Source: an optimization exercise on an open RTL-to-GDS flow (aim: small area). Production flows keep margins and buffers that such runs may drop.
Function was checked by simulation only, so behaviour that the tests miss may differ from the original.
Power and IR drop assume default switching activity.

==> flow/design.v <==
module LIT
#(
parameter LIT_IN = 9,
parameter LIT_OUT = 16
)
(
input [LIT_IN - 1 : 0] LIT_in,
input clk,
input rst,
output [LIT_OUT - 1: 0] LIT_out
);
reg [8:0] x_r;
always@(posedge clk or posedge rst)begin
    if(rst) x_r <= 9'd0;
    else x_r <= LIT_in;
end
LIT_rom u_rom (
    .pi0(x_r[8]), .pi1(x_r[7]), .pi2(x_r[6]), .pi3(x_r[5]), .pi4(x_r[4]),
    .pi5(x_r[3]), .pi6(x_r[2]), .pi7(x_r[1]), .pi8(x_r[0]),
    .po00(LIT_out[15]),
    .po01(LIT_out[14]),
    .po02(LIT_out[13]),
    .po03(LIT_out[12]),
    .po04(LIT_out[11]),
    .po05(LIT_out[10]),
    .po06(LIT_out[9]),
    .po07(LIT_out[8]),
    .po08(LIT_out[7]),
    .po09(LIT_out[6]),
    .po10(LIT_out[5]),
    .po11(LIT_out[4]),
    .po12(LIT_out[3]),
    .po13(LIT_out[2]),
    .po14(LIT_out[1]),
    .po15(LIT_out[0])
);
endmodule
module LIT_rom ( 
    pi0, pi1, pi2, pi3, pi4, pi5, pi6, pi7, pi8,
    po00, po01, po02, po03, po04, po05, po06, po07, po08, po09, po10, po11,
    po12, po13, po14, po15  );
  input  pi0, pi1, pi2, pi3, pi4, pi5, pi6, pi7, pi8;
  output po00, po01, po02, po03, po04, po05, po06, po07, po08, po09, po10,
    po11, po12, po13, po14, po15;
  wire new_n26, new_n27, new_n28, new_n29, new_n30, new_n31, new_n32,
    new_n33, new_n34, new_n35, new_n36, new_n37, new_n38, new_n40, new_n41,
    new_n42, new_n44, new_n45, new_n46, new_n47, new_n48, new_n49, new_n50,
    new_n51, new_n52, new_n54, new_n55, new_n56, new_n57, new_n58, new_n59,
    new_n60, new_n61, new_n62, new_n63, new_n64, new_n65, new_n66, new_n67,
    new_n68, new_n69, new_n70, new_n71, new_n72, new_n73, new_n74, new_n75,
    new_n76, new_n77, new_n78, new_n79, new_n80, new_n81, new_n82, new_n83,
    new_n84, new_n85, new_n86, new_n87, new_n88, new_n89, new_n90, new_n91,
    new_n92, new_n93, new_n94, new_n95, new_n96, new_n97, new_n98, new_n99,
    new_n100, new_n101, new_n102, new_n103, new_n104, new_n105, new_n106,
    new_n107, new_n108, new_n109, new_n110, new_n111, new_n112, new_n113,
    new_n114, new_n115, new_n116, new_n117, new_n118, new_n119, new_n120,
    new_n122, new_n123, new_n124, new_n125, new_n126, new_n127, new_n128,
    new_n129, new_n130, new_n131, new_n132, new_n133, new_n134, new_n135,
    new_n136, new_n137, new_n138, new_n139, new_n140, new_n141, new_n142,
    new_n143, new_n144, new_n146, new_n147, new_n148, new_n149, new_n150,
    new_n151, new_n152, new_n153, new_n154, new_n155, new_n156, new_n157,
    new_n158, new_n159, new_n160, new_n161, new_n162, new_n163, new_n164,
    new_n165, new_n166, new_n167, new_n168, new_n169, new_n170, new_n171,
    new_n172, new_n173, new_n174, new_n175, new_n176, new_n177, new_n178,
    new_n179, new_n180, new_n181, new_n182, new_n183, new_n184, new_n185,
    new_n186, new_n187, new_n188, new_n189, new_n190, new_n192, new_n193,
    new_n194, new_n195, new_n196, new_n197, new_n198, new_n199, new_n200,
    new_n201, new_n202, new_n203, new_n204, new_n205, new_n206, new_n207,
    new_n208, new_n209, new_n210, new_n211, new_n212, new_n213, new_n214,
    new_n215, new_n216, new_n217, new_n218, new_n219, new_n220, new_n221,
    new_n222, new_n223, new_n224, new_n225, new_n226, new_n227, new_n228,
    new_n229, new_n230, new_n231, new_n232, new_n233, new_n234, new_n235,
    new_n236, new_n237, new_n238, new_n239, new_n240, new_n241, new_n242,
    new_n243, new_n244, new_n245, new_n246, new_n247, new_n248, new_n249,
    new_n250, new_n252, new_n253, new_n254, new_n255, new_n256, new_n257,
    new_n258, new_n259, new_n260, new_n262, new_n263, new_n264, new_n265,
    new_n266, new_n267, new_n268, new_n269, new_n270, new_n271, new_n272,
    new_n273, new_n274, new_n275, new_n276, new_n277, new_n278, new_n279,
    new_n280, new_n281, new_n282, new_n283, new_n284, new_n285, new_n286,
    new_n287, new_n288, new_n289, new_n290, new_n291, new_n292, new_n293,
    new_n294, new_n295, new_n296, new_n297, new_n298, new_n299, new_n300,
    new_n302, new_n303, new_n304, new_n305, new_n306, new_n307, new_n308,
    new_n309, new_n310, new_n311, new_n312, new_n313, new_n314, new_n315,
    new_n316, new_n317, new_n318, new_n319, new_n320, new_n321, new_n322,
    new_n323, new_n324, new_n325, new_n326, new_n327, new_n328, new_n329,
    new_n330, new_n331, new_n332, new_n333, new_n334, new_n336, new_n337,
    new_n338, new_n339, new_n340, new_n341, new_n342, new_n343, new_n344,
    new_n345, new_n346, new_n347, new_n348, new_n349, new_n350, new_n351,
    new_n352, new_n354, new_n355, new_n356, new_n357, new_n358, new_n359,
    new_n360, new_n361, new_n362, new_n363, new_n364, new_n365, new_n366,
    new_n367, new_n368, new_n369, new_n370, new_n371, new_n372, new_n373,
    new_n374, new_n375, new_n376, new_n377, new_n378, new_n379, new_n380,
    new_n381, new_n382, new_n383, new_n384, new_n385, new_n386, new_n387,
    new_n388, new_n389, new_n391, new_n392, new_n393, new_n394, new_n395,
    new_n396, new_n397, new_n398, new_n399, new_n400, new_n401, new_n402,
    new_n403, new_n404, new_n405, new_n406, new_n407, new_n408, new_n409,
    new_n410, new_n411, new_n412, new_n413, new_n414, new_n415, new_n417,
    new_n418, new_n419, new_n420, new_n421, new_n422, new_n423, new_n424,
    new_n425, new_n426, new_n427, new_n428, new_n429, new_n430, new_n431,
    new_n432, new_n433, new_n434, new_n435, new_n436, new_n437, new_n439,
    new_n440, new_n441, new_n442, new_n443, new_n444, new_n445, new_n446,
    new_n447, new_n448, new_n449, new_n450, new_n451, new_n452, new_n453,
    new_n454, new_n455, new_n456, new_n457, new_n458, new_n459, new_n460,
    new_n461, new_n462, new_n463, new_n464, new_n465, new_n467, new_n468,
    new_n469, new_n470, new_n471, new_n472, new_n473, new_n474, new_n475,
    new_n476, new_n477, new_n478, new_n479, new_n480, new_n481, new_n482,
    new_n483, new_n484, new_n485, new_n486, new_n487, new_n488, new_n489;
  assign new_n26 = pi1 & pi2;
  assign new_n27 = pi6 & pi7;
  assign new_n28 = ~pi5 & ~new_n27;
  assign new_n29 = pi4 & ~new_n28;
  assign new_n30 = ~pi3 & ~new_n29;
  assign new_n31 = pi3 & pi4;
  assign new_n32 = ~new_n30 & ~new_n31;
  assign new_n33 = pi7 & pi8;
  assign new_n34 = ~pi6 & ~new_n33;
  assign new_n35 = pi5 & ~new_n34;
  assign new_n36 = new_n32 & ~new_n35;
  assign new_n37 = pi3 & ~new_n36;
  assign new_n38 = new_n26 & new_n37;
  assign po00 = pi0 | new_n38;
  assign new_n40 = pi4 & pi5;
  assign new_n41 = ~new_n36 & ~new_n40;
  assign new_n42 = new_n26 & ~new_n41;
  assign po01 = pi0 | new_n42;
  assign new_n44 = new_n26 & ~new_n32;
  assign new_n45 = ~po01 & ~new_n44;
  assign new_n46 = ~pi3 & new_n29;
  assign new_n47 = ~pi5 & pi7;
  assign new_n48 = ~pi4 & pi5;
  assign new_n49 = pi3 & ~pi6;
  assign new_n50 = ~new_n48 & new_n49;
  assign new_n51 = ~new_n47 & new_n50;
  assign new_n52 = ~new_n46 & ~new_n51;
  assign po02 = ~new_n45 & new_n52;
  assign new_n54 = ~pi3 & pi5;
  assign new_n55 = ~pi4 & ~pi5;
  assign new_n56 = pi5 & pi8;
  assign new_n57 = ~pi7 & ~new_n56;
  assign new_n58 = pi6 & ~new_n57;
  assign new_n59 = ~new_n55 & ~new_n58;
  assign new_n60 = pi6 & new_n40;
  assign new_n61 = ~pi2 & ~new_n48;
  assign new_n62 = ~pi7 & new_n61;
  assign new_n63 = ~pi5 & pi8;
  assign new_n64 = pi2 & ~pi5;
  assign new_n65 = ~new_n33 & ~new_n64;
  assign new_n66 = ~new_n63 & ~new_n65;
  assign new_n67 = ~new_n62 & ~new_n66;
  assign new_n68 = new_n60 & ~new_n67;
  assign new_n69 = ~new_n60 & ~new_n64;
  assign new_n70 = ~pi4 & ~pi6;
  assign new_n71 = pi2 & pi7;
  assign new_n72 = ~new_n70 & new_n71;
  assign new_n73 = new_n69 & new_n72;
  assign new_n74 = ~new_n68 & ~new_n73;
  assign new_n75 = ~pi2 & ~pi3;
  assign new_n76 = pi2 & ~pi8;
  assign new_n77 = ~new_n54 & new_n76;
  assign new_n78 = ~new_n75 & ~new_n77;
  assign new_n79 = new_n74 & new_n78;
  assign new_n80 = pi3 & pi6;
  assign new_n81 = ~pi7 & ~pi8;
  assign new_n82 = ~new_n33 & ~new_n81;
  assign new_n83 = new_n80 & new_n82;
  assign new_n84 = ~pi6 & ~pi7;
  assign new_n85 = new_n56 & new_n84;
  assign new_n86 = ~new_n83 & ~new_n85;
  assign new_n87 = new_n79 & new_n86;
  assign new_n88 = ~pi2 & ~new_n87;
  assign new_n89 = ~new_n59 & ~new_n88;
  assign new_n90 = new_n54 & ~new_n89;
  assign new_n91 = ~pi6 & pi7;
  assign new_n92 = pi7 & new_n40;
  assign new_n93 = ~pi4 & ~pi8;
  assign new_n94 = pi2 & new_n93;
  assign new_n95 = ~new_n92 & ~new_n94;
  assign new_n96 = new_n80 & ~new_n95;
  assign new_n97 = pi4 & pi8;
  assign new_n98 = pi5 & ~new_n97;
  assign new_n99 = ~pi2 & new_n80;
  assign new_n100 = pi7 & new_n97;
  assign new_n101 = new_n99 & ~new_n100;
  assign new_n102 = ~new_n98 & new_n101;
  assign new_n103 = ~new_n96 & ~new_n102;
  assign new_n104 = ~new_n91 & new_n103;
  assign new_n105 = ~pi8 & ~new_n104;
  assign new_n106 = pi3 & ~new_n105;
  assign new_n107 = ~new_n54 & ~new_n106;
  assign new_n108 = new_n89 & new_n107;
  assign new_n109 = ~new_n90 & ~new_n108;
  assign new_n110 = ~pi2 & ~new_n37;
  assign new_n111 = ~new_n34 & ~new_n97;
  assign new_n112 = ~pi7 & new_n40;
  assign new_n113 = ~new_n47 & ~new_n112;
  assign new_n114 = ~new_n111 & new_n113;
  assign new_n115 = pi2 & pi3;
  assign new_n116 = ~new_n27 & new_n115;
  assign new_n117 = ~new_n114 & new_n116;
  assign new_n118 = pi1 & ~new_n117;
  assign new_n119 = ~new_n110 & new_n118;
  assign new_n120 = new_n109 & new_n119;
  assign po03 = pi0 | new_n120;
  assign new_n122 = ~pi0 & ~pi1;
  assign new_n123 = ~pi4 & pi8;
  assign new_n124 = pi4 & ~pi8;
  assign new_n125 = ~new_n123 & ~new_n124;
  assign new_n126 = pi6 & new_n125;
  assign new_n127 = pi2 & ~pi7;
  assign new_n128 = pi5 & ~new_n127;
  assign new_n129 = new_n125 & new_n128;
  assign new_n130 = pi3 & ~pi5;
  assign new_n131 = new_n127 & new_n130;
  assign new_n132 = ~new_n129 & ~new_n131;
  assign new_n133 = ~new_n126 & ~new_n132;
  assign new_n134 = pi2 & pi4;
  assign new_n135 = new_n84 & new_n134;
  assign new_n136 = ~new_n89 & ~new_n135;
  assign new_n137 = pi3 & new_n136;
  assign new_n138 = ~pi5 & new_n31;
  assign new_n139 = new_n86 & ~new_n138;
  assign new_n140 = ~new_n136 & new_n139;
  assign new_n141 = ~new_n137 & ~new_n140;
  assign new_n142 = ~new_n133 & ~new_n141;
  assign new_n143 = ~pi2 & ~new_n41;
  assign new_n144 = new_n142 & ~new_n143;
  assign po04 = ~new_n122 & ~new_n144;
  assign new_n146 = ~pi2 & new_n122;
  assign new_n147 = pi4 & new_n91;
  assign new_n148 = pi3 & ~pi7;
  assign new_n149 = pi2 & ~new_n148;
  assign new_n150 = ~pi3 & pi6;
  assign new_n151 = ~pi4 & ~new_n150;
  assign new_n152 = new_n149 & new_n151;
  assign new_n153 = ~new_n147 & ~new_n152;
  assign new_n154 = ~pi5 & ~new_n153;
  assign new_n155 = ~new_n63 & ~new_n93;
  assign new_n156 = new_n82 & new_n155;
  assign new_n157 = ~new_n49 & new_n149;
  assign new_n158 = ~new_n156 & new_n157;
  assign new_n159 = ~new_n154 & new_n158;
  assign new_n160 = ~pi8 & ~new_n153;
  assign new_n161 = new_n56 & new_n142;
  assign new_n162 = ~new_n160 & ~new_n161;
  assign new_n163 = ~new_n59 & ~new_n162;
  assign new_n164 = ~pi2 & pi3;
  assign new_n165 = ~new_n34 & new_n164;
  assign new_n166 = ~new_n27 & ~new_n84;
  assign new_n167 = new_n130 & new_n166;
  assign new_n168 = ~new_n165 & ~new_n167;
  assign new_n169 = ~new_n87 & ~new_n168;
  assign new_n170 = ~new_n76 & ~new_n84;
  assign new_n171 = new_n128 & ~new_n170;
  assign new_n172 = new_n168 & ~new_n171;
  assign new_n173 = new_n87 & new_n172;
  assign new_n174 = ~new_n169 & ~new_n173;
  assign new_n175 = ~new_n105 & new_n109;
  assign new_n176 = new_n174 & ~new_n175;
  assign new_n177 = ~new_n105 & ~new_n174;
  assign new_n178 = ~pi4 & ~new_n177;
  assign new_n179 = ~new_n176 & new_n178;
  assign new_n180 = ~new_n163 & new_n179;
  assign new_n181 = new_n84 & ~new_n162;
  assign new_n182 = new_n27 & new_n110;
  assign new_n183 = ~new_n181 & ~new_n182;
  assign new_n184 = ~new_n180 & new_n183;
  assign new_n185 = new_n159 & new_n184;
  assign new_n186 = new_n49 & ~new_n92;
  assign new_n187 = new_n67 & new_n186;
  assign new_n188 = pi1 & new_n103;
  assign new_n189 = ~new_n187 & new_n188;
  assign new_n190 = ~new_n185 & new_n189;
  assign po05 = ~new_n146 & ~new_n190;
  assign new_n192 = pi5 & ~pi6;
  assign new_n193 = new_n124 & new_n192;
  assign new_n194 = ~pi3 & new_n33;
  assign new_n195 = new_n64 & new_n194;
  assign new_n196 = new_n127 & new_n192;
  assign new_n197 = ~pi6 & new_n164;
  assign new_n198 = ~pi7 & new_n56;
  assign new_n199 = ~new_n197 & ~new_n198;
  assign new_n200 = ~new_n196 & new_n199;
  assign new_n201 = ~new_n195 & new_n200;
  assign new_n202 = ~pi2 & pi8;
  assign new_n203 = ~new_n76 & ~new_n202;
  assign new_n204 = ~pi6 & new_n81;
  assign new_n205 = new_n130 & ~new_n204;
  assign new_n206 = ~new_n203 & new_n205;
  assign new_n207 = pi7 & ~pi8;
  assign new_n208 = ~pi3 & ~pi6;
  assign new_n209 = pi2 & new_n208;
  assign new_n210 = ~pi2 & pi6;
  assign new_n211 = pi5 & new_n210;
  assign new_n212 = ~new_n209 & ~new_n211;
  assign new_n213 = new_n207 & ~new_n212;
  assign new_n214 = ~pi2 & new_n150;
  assign new_n215 = ~new_n115 & ~new_n214;
  assign new_n216 = new_n56 & ~new_n215;
  assign new_n217 = ~new_n213 & ~new_n216;
  assign new_n218 = ~new_n206 & new_n217;
  assign new_n219 = new_n201 & new_n218;
  assign new_n220 = ~new_n93 & new_n219;
  assign new_n221 = new_n131 & ~new_n220;
  assign new_n222 = ~new_n86 & new_n134;
  assign new_n223 = pi8 & new_n134;
  assign new_n224 = new_n86 & ~new_n223;
  assign new_n225 = new_n52 & ~new_n224;
  assign new_n226 = ~new_n222 & new_n225;
  assign new_n227 = pi6 & ~new_n56;
  assign new_n228 = new_n54 & new_n227;
  assign new_n229 = ~pi4 & ~new_n54;
  assign new_n230 = ~new_n115 & new_n229;
  assign new_n231 = pi4 & new_n49;
  assign new_n232 = ~new_n60 & ~new_n231;
  assign new_n233 = ~new_n230 & new_n232;
  assign new_n234 = ~new_n127 & ~new_n233;
  assign new_n235 = ~new_n228 & ~new_n234;
  assign new_n236 = ~new_n226 & new_n235;
  assign new_n237 = ~new_n221 & new_n236;
  assign new_n238 = ~new_n193 & new_n237;
  assign new_n239 = ~new_n33 & ~new_n124;
  assign new_n240 = new_n80 & ~new_n239;
  assign new_n241 = ~pi3 & pi8;
  assign new_n242 = ~new_n27 & ~new_n241;
  assign new_n243 = pi4 & ~new_n242;
  assign new_n244 = ~pi2 & ~new_n243;
  assign new_n245 = ~new_n240 & new_n244;
  assign new_n246 = pi1 & ~new_n245;
  assign new_n247 = ~new_n238 & new_n246;
  assign new_n248 = pi1 & ~new_n114;
  assign new_n249 = pi3 & ~new_n248;
  assign new_n250 = ~new_n246 & new_n249;
  assign po06 = new_n247 | new_n250;
  assign new_n252 = ~pi4 & ~new_n174;
  assign new_n253 = pi8 & new_n49;
  assign new_n254 = ~new_n111 & new_n253;
  assign new_n255 = ~new_n252 & ~new_n254;
  assign new_n256 = ~new_n92 & ~new_n255;
  assign new_n257 = pi1 & new_n256;
  assign new_n258 = ~pi4 & ~po00;
  assign new_n259 = pi1 & ~new_n219;
  assign new_n260 = ~new_n258 & ~new_n259;
  assign po07 = new_n257 | new_n260;
  assign new_n262 = ~pi5 & new_n122;
  assign new_n263 = ~pi3 & ~pi4;
  assign new_n264 = ~new_n81 & ~new_n263;
  assign new_n265 = ~new_n84 & ~new_n264;
  assign new_n266 = new_n27 & new_n123;
  assign new_n267 = ~pi3 & new_n124;
  assign new_n268 = ~new_n266 & ~new_n267;
  assign new_n269 = ~new_n265 & new_n268;
  assign new_n270 = ~new_n254 & new_n269;
  assign new_n271 = ~new_n75 & new_n270;
  assign new_n272 = new_n136 & new_n271;
  assign new_n273 = ~new_n136 & ~new_n270;
  assign new_n274 = ~pi5 & ~new_n273;
  assign new_n275 = ~new_n272 & new_n274;
  assign new_n276 = pi6 & ~pi7;
  assign new_n277 = new_n270 & new_n276;
  assign new_n278 = ~new_n89 & new_n277;
  assign new_n279 = ~new_n275 & ~new_n278;
  assign new_n280 = ~new_n99 & new_n279;
  assign new_n281 = new_n162 & ~new_n280;
  assign new_n282 = ~new_n134 & ~new_n162;
  assign new_n283 = ~pi4 & ~pi7;
  assign new_n284 = ~pi5 & ~new_n80;
  assign new_n285 = ~new_n283 & new_n284;
  assign new_n286 = pi6 & new_n55;
  assign new_n287 = ~new_n285 & new_n286;
  assign new_n288 = ~new_n46 & ~new_n287;
  assign new_n289 = pi2 & ~new_n288;
  assign new_n290 = ~new_n135 & ~new_n289;
  assign new_n291 = ~pi3 & new_n82;
  assign new_n292 = pi5 & ~new_n291;
  assign new_n293 = ~new_n290 & new_n292;
  assign new_n294 = ~new_n282 & ~new_n293;
  assign new_n295 = ~new_n281 & new_n294;
  assign new_n296 = pi4 & ~pi7;
  assign new_n297 = ~new_n93 & ~new_n296;
  assign new_n298 = new_n99 & ~new_n297;
  assign new_n299 = pi1 & ~new_n298;
  assign new_n300 = ~new_n295 & new_n299;
  assign po08 = ~new_n262 & ~new_n300;
  assign new_n302 = ~pi2 & new_n130;
  assign new_n303 = ~new_n81 & ~new_n302;
  assign new_n304 = ~new_n124 & ~new_n303;
  assign new_n305 = ~new_n92 & ~new_n304;
  assign new_n306 = pi1 & ~new_n305;
  assign new_n307 = ~new_n54 & ~new_n297;
  assign new_n308 = ~new_n267 & new_n307;
  assign new_n309 = new_n26 & ~new_n308;
  assign new_n310 = pi6 & ~new_n309;
  assign new_n311 = ~new_n306 & new_n310;
  assign new_n312 = new_n54 & new_n62;
  assign new_n313 = ~pi2 & ~new_n148;
  assign new_n314 = ~pi6 & ~new_n40;
  assign new_n315 = ~new_n313 & new_n314;
  assign new_n316 = ~new_n214 & ~new_n315;
  assign new_n317 = ~new_n312 & new_n316;
  assign new_n318 = ~pi3 & new_n93;
  assign new_n319 = ~new_n127 & new_n318;
  assign new_n320 = ~pi4 & ~new_n127;
  assign new_n321 = pi8 & ~new_n320;
  assign new_n322 = ~new_n319 & ~new_n321;
  assign new_n323 = ~new_n185 & new_n322;
  assign new_n324 = ~new_n317 & ~new_n323;
  assign new_n325 = ~new_n55 & new_n76;
  assign new_n326 = new_n32 & new_n325;
  assign new_n327 = pi4 & ~new_n128;
  assign new_n328 = pi8 & new_n148;
  assign new_n329 = new_n50 & ~new_n328;
  assign new_n330 = ~new_n327 & new_n329;
  assign new_n331 = new_n109 & new_n330;
  assign new_n332 = ~new_n326 & ~new_n331;
  assign new_n333 = ~new_n324 & new_n332;
  assign new_n334 = pi1 & ~new_n333;
  assign po09 = new_n311 | new_n334;
  assign new_n336 = pi4 & ~new_n82;
  assign new_n337 = new_n75 & ~new_n336;
  assign new_n338 = pi1 & ~new_n337;
  assign new_n339 = ~pi7 & ~new_n338;
  assign new_n340 = new_n159 & new_n166;
  assign new_n341 = ~new_n33 & new_n302;
  assign new_n342 = pi3 & new_n27;
  assign new_n343 = ~new_n341 & ~new_n342;
  assign new_n344 = ~new_n340 & new_n343;
  assign new_n345 = ~new_n93 & ~new_n344;
  assign new_n346 = ~new_n210 & new_n345;
  assign new_n347 = ~pi5 & new_n208;
  assign new_n348 = new_n125 & new_n347;
  assign new_n349 = new_n338 & ~new_n348;
  assign new_n350 = new_n74 & new_n349;
  assign new_n351 = ~new_n346 & new_n350;
  assign new_n352 = new_n184 & new_n351;
  assign po10 = ~new_n339 & ~new_n352;
  assign new_n354 = pi3 & ~new_n171;
  assign new_n355 = ~new_n220 & new_n354;
  assign new_n356 = ~new_n134 & ~new_n241;
  assign new_n357 = ~new_n355 & new_n356;
  assign new_n358 = ~new_n208 & ~new_n342;
  assign new_n359 = new_n79 & ~new_n358;
  assign new_n360 = ~new_n49 & ~new_n71;
  assign new_n361 = new_n33 & ~new_n150;
  assign new_n362 = ~new_n360 & new_n361;
  assign new_n363 = new_n206 & new_n362;
  assign new_n364 = ~new_n83 & ~new_n363;
  assign new_n365 = new_n41 & ~new_n364;
  assign new_n366 = new_n40 & new_n150;
  assign new_n367 = ~new_n55 & ~new_n91;
  assign new_n368 = ~new_n366 & new_n367;
  assign new_n369 = new_n40 & ~new_n368;
  assign new_n370 = ~new_n27 & new_n369;
  assign new_n371 = ~new_n27 & ~new_n148;
  assign new_n372 = new_n134 & ~new_n371;
  assign new_n373 = ~new_n370 & ~new_n372;
  assign new_n374 = ~new_n365 & new_n373;
  assign new_n375 = ~new_n359 & new_n374;
  assign new_n376 = ~new_n357 & new_n375;
  assign new_n377 = ~new_n48 & new_n209;
  assign new_n378 = ~new_n76 & ~new_n377;
  assign new_n379 = new_n48 & ~new_n209;
  assign new_n380 = ~new_n285 & ~new_n379;
  assign new_n381 = ~new_n378 & new_n380;
  assign new_n382 = pi1 & ~new_n381;
  assign new_n383 = ~new_n376 & new_n382;
  assign new_n384 = pi4 & ~new_n109;
  assign new_n385 = ~new_n162 & new_n384;
  assign new_n386 = new_n383 & ~new_n385;
  assign new_n387 = ~pi8 & new_n122;
  assign new_n388 = ~new_n383 & new_n385;
  assign new_n389 = ~new_n387 & ~new_n388;
  assign po11 = ~new_n386 & new_n389;
  assign new_n391 = ~pi3 & ~new_n340;
  assign new_n392 = new_n324 & ~new_n391;
  assign new_n393 = ~new_n203 & ~new_n252;
  assign new_n394 = ~pi3 & new_n296;
  assign new_n395 = ~new_n27 & ~new_n394;
  assign new_n396 = ~new_n345 & new_n395;
  assign new_n397 = ~new_n219 & ~new_n396;
  assign new_n398 = ~new_n393 & new_n397;
  assign new_n399 = ~new_n130 & ~new_n368;
  assign new_n400 = pi3 & ~pi8;
  assign new_n401 = ~pi7 & ~new_n400;
  assign new_n402 = new_n48 & ~new_n401;
  assign new_n403 = ~new_n70 & ~new_n402;
  assign new_n404 = ~new_n399 & new_n403;
  assign new_n405 = new_n91 & new_n203;
  assign new_n406 = ~new_n63 & ~new_n193;
  assign new_n407 = ~new_n196 & new_n406;
  assign new_n408 = ~new_n405 & new_n407;
  assign new_n409 = ~new_n404 & new_n408;
  assign new_n410 = new_n404 & ~new_n408;
  assign new_n411 = new_n340 & new_n410;
  assign new_n412 = ~new_n409 & ~new_n411;
  assign new_n413 = ~new_n398 & new_n412;
  assign new_n414 = ~new_n392 & new_n413;
  assign new_n415 = ~pi0 & ~new_n338;
  assign po12 = ~new_n414 & ~new_n415;
  assign new_n417 = ~new_n142 & new_n252;
  assign new_n418 = pi2 & pi5;
  assign new_n419 = ~new_n82 & ~new_n296;
  assign new_n420 = ~new_n418 & ~new_n419;
  assign new_n421 = new_n80 & ~new_n420;
  assign new_n422 = ~new_n56 & ~new_n421;
  assign new_n423 = ~new_n123 & ~new_n422;
  assign new_n424 = ~new_n142 & ~new_n423;
  assign new_n425 = ~new_n362 & ~new_n424;
  assign new_n426 = ~new_n417 & ~new_n425;
  assign new_n427 = ~pi2 & ~pi6;
  assign new_n428 = ~new_n123 & new_n427;
  assign new_n429 = ~new_n92 & ~new_n428;
  assign new_n430 = new_n422 & new_n429;
  assign new_n431 = pi1 & ~new_n430;
  assign new_n432 = ~new_n426 & new_n431;
  assign new_n433 = new_n238 & new_n279;
  assign new_n434 = ~new_n208 & ~new_n297;
  assign new_n435 = new_n26 & ~new_n342;
  assign new_n436 = ~new_n434 & new_n435;
  assign new_n437 = ~new_n433 & new_n436;
  assign po13 = new_n432 | new_n437;
  assign new_n439 = ~new_n192 & ~new_n227;
  assign new_n440 = new_n252 & new_n439;
  assign new_n441 = pi3 & new_n283;
  assign new_n442 = new_n237 & new_n441;
  assign new_n443 = pi6 & new_n131;
  assign new_n444 = ~new_n61 & ~new_n394;
  assign new_n445 = ~new_n328 & ~new_n444;
  assign new_n446 = ~new_n443 & ~new_n445;
  assign new_n447 = new_n31 & new_n207;
  assign new_n448 = ~new_n446 & ~new_n447;
  assign new_n449 = ~new_n56 & new_n209;
  assign new_n450 = ~new_n164 & ~new_n449;
  assign new_n451 = pi4 & ~new_n450;
  assign new_n452 = ~new_n70 & new_n216;
  assign new_n453 = ~pi6 & new_n207;
  assign new_n454 = ~new_n54 & ~new_n194;
  assign new_n455 = ~new_n453 & new_n454;
  assign new_n456 = ~new_n452 & new_n455;
  assign new_n457 = ~new_n451 & ~new_n456;
  assign new_n458 = ~new_n448 & ~new_n457;
  assign new_n459 = ~new_n442 & new_n458;
  assign new_n460 = ~new_n440 & new_n459;
  assign new_n461 = new_n75 & ~new_n84;
  assign new_n462 = ~pi8 & ~new_n461;
  assign new_n463 = new_n40 & new_n360;
  assign new_n464 = ~new_n462 & new_n463;
  assign new_n465 = ~new_n460 & ~new_n464;
  assign po14 = pi1 & ~new_n465;
  assign new_n467 = ~new_n150 & ~new_n256;
  assign new_n468 = ~new_n114 & ~new_n467;
  assign new_n469 = pi4 & ~pi6;
  assign new_n470 = pi5 & ~new_n469;
  assign new_n471 = new_n82 & new_n470;
  assign new_n472 = ~pi4 & new_n210;
  assign new_n473 = new_n64 & ~new_n207;
  assign new_n474 = ~new_n472 & ~new_n473;
  assign new_n475 = ~new_n471 & new_n474;
  assign new_n476 = ~new_n31 & ~new_n263;
  assign new_n477 = ~pi6 & ~new_n476;
  assign new_n478 = ~new_n256 & new_n477;
  assign new_n479 = ~new_n475 & ~new_n478;
  assign new_n480 = ~new_n468 & new_n479;
  assign new_n481 = pi3 & ~new_n124;
  assign new_n482 = new_n69 & ~new_n481;
  assign new_n483 = new_n142 & new_n482;
  assign new_n484 = ~pi8 & new_n289;
  assign new_n485 = pi1 & ~new_n369;
  assign new_n486 = ~new_n289 & ~new_n485;
  assign new_n487 = ~new_n484 & ~new_n486;
  assign new_n488 = ~new_n483 & new_n487;
  assign new_n489 = ~new_n480 & new_n488;
  assign po15 = ~new_n122 & ~new_n489;
endmodule
==> flow/flow/run.sh <==
#!/bin/bash
# Own layout flow: the standard layout (standard.sh), except that the final
# ABC technology mapping in synthesis uses flow/abc.script (area-only mapping,
# no delay-driven buffering/upsizing) instead of ORFS's abc_area.script,
# and the two make settings below.
# Everything else (registers, flattening, renaming, floorplan to finish) is
# the standard flow. Each tool's output goes to a log file in the work folder.
set -euo pipefail
W=$(pwd)
F=$W/flow
# Synthesis script: the standard flow's own, with the abc command redirected to our script.
{
  printf 'proc abc {args} {\n'
  printf '  set i [lsearch -exact $args -script]\n'
  printf '  if {$i >= 0} { set args [lreplace $args [expr {$i + 1}] [expr {$i + 1}] %s] }\n' "$F/abc.script"
  printf '  yosys abc {*}$args\n'
  printf '}\n'
  # the coarse synth pass skips its quick abc run: the design is already an
  # optimised gate network, and the one abc call below maps it
  sed -e 's/yosys synth -nofsm -noshare /yosys synth -nofsm -noshare -noabc /' "$W/synth_recipe.tcl"
} > "$W/own_synth.tcl"
# Also: no adder extraction (it turns plain XOR/AND logic into half-adder
# cells), and port buffers of the smallest buffer cell.
sed -e "s#SYNTH_SCRIPT=[^ ]*#SYNTH_SCRIPT=$W/own_synth.tcl ADDER_MAP_FILE= 'BUFFER_PORTS_ARGS=-buffer_cell sky130_fd_sc_hd__buf_1'#" \
  "$W/standard.sh" > "$W/own_standard.sh"
grep -q "SYNTH_SCRIPT=$W/own_synth.tcl" "$W/own_standard.sh"
grep -q -- "-noshare -noabc" "$W/own_synth.tcl"
bash "$W/own_standard.sh" finish > "$W/own_flow_make.log" 2>&1
test -f "$W/out/final.def"
==> flow/flow/abc.script <==
strash
dch
amap
==> flow/standard.sh <==
#!/bin/bash
# synth_recipe.tcl (not shown) runs the flow's synth.tcl, then flattens the netlist and writes it again
# the make line also repeats each setting of config.mk as NAME=value (left out here)
make -C /OpenROAD-flow-scripts/flow DESIGN_CONFIG=/design/flow/config.mk WORK_HOME=/design/flow/orfs CLKGATE_MAP_FILE= SYNTH_SCRIPT=/design/flow/synth_recipe.tcl "${@:-finish}"
==> flow/config.mk <==
export PLATFORM = sky130hd
export DESIGN_NAME = LIT
export DESIGN_NICKNAME = LIT
export VERILOG_FILES = /design/flow/design.v
export SDC_FILE = /design/flow/constraint.sdc
export NUM_CORES = 4
export LEC_CHECK = 0
export CAP_MARGIN = 20
export CORE_MARGIN = 2
export CORE_UTILIZATION = 40
export CTS_BUF_LIST = sky130_fd_sc_hd__clkbuf_2
export SLEW_MARGIN = 20
==> flow/constraint.sdc <==
create_clock -name core_clock -period 11.0 [get_ports {clk}]
set_input_delay 2.2000 -clock core_clock [delete_from_list [all_inputs] [get_ports {clk}]]
set_output_delay 2.2000 -clock core_clock [all_outputs]
set_load 0.01 [all_outputs]
==> run summary <==
Tcrit/Tclk final 0.759; Top Layer Used met4; Biggest register x_r; post-layout util 0.439; result of the run timing/DRC/antenna clean; register area share after synthesis 0.122; most frequent cells in the layout nor2_1, clkinv_1, buf_1; WS Path Type flip-flop to output port; Int Pwr 74.9 uW; port bufs 26; CP required just under 9 ns; ant diodes 0; share of post-route cells with drive strength above 1 0.0236; Critical Path Source Type flip-flop; total design power 159 uW; Total Routing Usage GR 0.346; Synth warnings 1; Overflow after GRT 0; cts hold-fix bufs 0; IO Count 27; Hold WC Path Type primary input to async pin; Setup TNS Final 0 ns; initial antenna violation count 0; DP Area between 1500 and 2000 um^2; EDFF count, synth 0; final WL 8820 um; Worst setup startpoint x_r[4]$_DFF_PP0_; wire per inst ~23 um; Post-DP HPWL 6720 um; commonest non-fill, non-tap cell in the layout nor2_1; Setup WS post-layout 2.65 ns; routed wl met2 3650 um; worst vdd ir 0.0000660 V; switching share of total power 0.530; actual slew at the worst max-slew pin 0.840 ns; WP data arrival 6.15 ns; H-tree levels 1; clk slew on worst S/H paths ~0.080 ns; Slowest-stage cell, CP dfrtp_1; max reg flops 9; met1 WL 3170 um; mean post-synth cell area 5.75 um^2; Setup WS pre-CTS ~3.2 ns; cell repeated most along the worst path nor2_1; ANT nets after route 0; CP Depth 21; Yosys top cell by area nor2_1; Final Critical Period 8.35 ns; die area between 5000 and 6000 um^2; vias in the first global route 2473; Iter 0 DRT Violations 491; crit-path max cell delay 0.85 ns; maximum clock rate ~120 MHz; Synth area leaders nor2_1, dfrtp_1, clkinv_1; mapped cell area 1850 um^2; largest net degree at the start of global routing 22; DRC Markers 0; top flop regs x_r x9; core box area 4410 um^2; Clock Tree Buf Depth 2; Hold Fails Final Rpt 0; Area Overhead vs Synth 5.02%; Yosys reg bits 9; syn_nets 332; worst path bufs/invs 5; Mapped Cells 321; top_reg_cell synth dfrtp_1; DR pass1 iterations 6; CTS tree yes; area share of the largest cell type after synthesis 0.199; RSZ-0062 raised after global routing no; via count 2735; Max-Cap Viols 0; sequential power share 0.249; Filler cells between 500 and 600; Async S/R FF share, synth 1.00; CP Cell Sequence clkinv_1 -> nor2_1 -> clkinv_1 -> nor2_1 -> nor2_1 -> a32o_1 -> a211o_1 -> nor2_1 -> o21ai_0 -> clkinv_1 -> nor2_1 -> a21oi_1 -> o21ai_0 -> o22ai_1 -> clkinv_1 -> o221ai_1 -> nor2_1 -> o21a_1 -> o21a_1 -> o32a_1 -> buf_1; Static Leak 0.651 nW; row count 24; Clock Tree Root clkbuf_2; Die Wd 71.9 um; count of cell types in the netlist 37; CP Max Fanout 21; post_cts resized 0; TritonCTS Buffers 3; Die Ht 71.9 um; sw power between 80 and 90 uW; RePlAce Congestion between 1 and 1.5; Vias per Instance 6.99; Worst Setup End Kind output port; Starting Density 0.418; Total Nets Final approximately 350; Slew Limit Fails 0; final setup fails 0; relative slew slack 0.438; post-CTS setup buffer count 0; Power Dens Cells 82.3 nW/um^2; Combinational Power Share 0.626; Sink Count 9; final instance area 1940 um^2; first-pass GRT wire length between 10000 and 15000 um; Clock Power Share 0.125; met3 WL post-DR between 1000 and 1500 um; crit-path leading delay family compound AO/OA/AOI/OAI gates
[logic make-up after synthesis]
family,count (synthesis),synth area share
compound gates,110,0.413
buf+inv,62,0.159
flops,9,0.122
simple gates,140,0.306
[final timing paths]
kind / slack, ns / endpoint
worst max-delay path: 2.65 / LIT_out[3]
worst min-delay path: 1.83 / x_r[7]$_DFF_PP0_
max in group asynchronous: 8.98 / x_r[6]$_DFF_PP0_
min in group core_clock: 2.06 / x_r[2]$_DFF_PP0_
[synth_stat cells (all sizes together) (3+ instances only)]
library cell / number
nor2: 98
clkinv: 46
o21ai: 24
a21oi: 18
buf: 16
nand2: 16
nor3: 13
dfrtp: 9
nand3: 7
o221ai: 7
o211ai: 6
o21a: 6
o22ai: 5
o32ai: 5
a211oi: 4
a22oi: 4
a31oi: 4
a2111oi: 3
nor4: 3
o41ai: 3
[routing by layer]
layer  vias to the layer above  track usage
met5                         -            0
met4                         0        0.220
met3                        71       0.0667
li1                       1191            -
met2                       289        0.509
met1                      1184        0.464
[power by group through the flow]
| stage | clock (mW) | sequential, mW | combinational [mW] |
|---|---|---|---|
| 6_report | 0.0199 | 0.0397 | 0.0998 |
| 3_5_place_dp | 0 | 0.0399 | 0.0947 |
| 4_1_cts | 0.0212 | 0.0392 | 0.0950 |
| 3_3_place_gp | 0 | 0.0401 | 0.0984 |
| 5_1_grt | 0.0231 | 0.0398 | 0.106 |
| 2_1_floorplan | 0 | 0.0392 | 0.0725 |
[metrics by stage]
step / hold slack [ns] / std cells
6_report: 1.83 / 391
5_1_grt: 1.85 / 391
4_1_cts: 1.82 / 391
3_5_place_dp: 2.10 / 387
3_3_place_gp: 2.09 / 387
2_1_floorplan: 1.99 / 321
[layout make-up]
class	instances	area (um^2)	area share
timing repair buffer	30	128	0.0658
inverter	46	173	0.0891
clock buffer	4	20.0	0.0103
tap	52	65.1	0.0336
multi-input combinational	250	1330	0.685
sequential	9	225	0.116

afterwards: timing with drivers on the ports:
In the flow no input, the clock included, has a driving cell. The finished layout below was timed again as built, in two steps. Step 1: set_driving_cell puts a clkbuf_16 on clk and a buf_2 on each other input, an assumption about the parent block. Step 2 also shifts input and output timing later by t, the mid clock arrival at the registers, as if the neighbouring blocks saw the same clock. a / b / c = ideal / step 1 / step 2; a / b = the first two.
t, ns: 0.247
setup slack, ns: 2.650 / 2.636 / 2.883
cell pins on the clock port's net: 1
After both steps setup and hold are still met in this run. For this run, drivers alone change the setup slack by -0.014 ns; drivers and shift together by +0.233 ns.
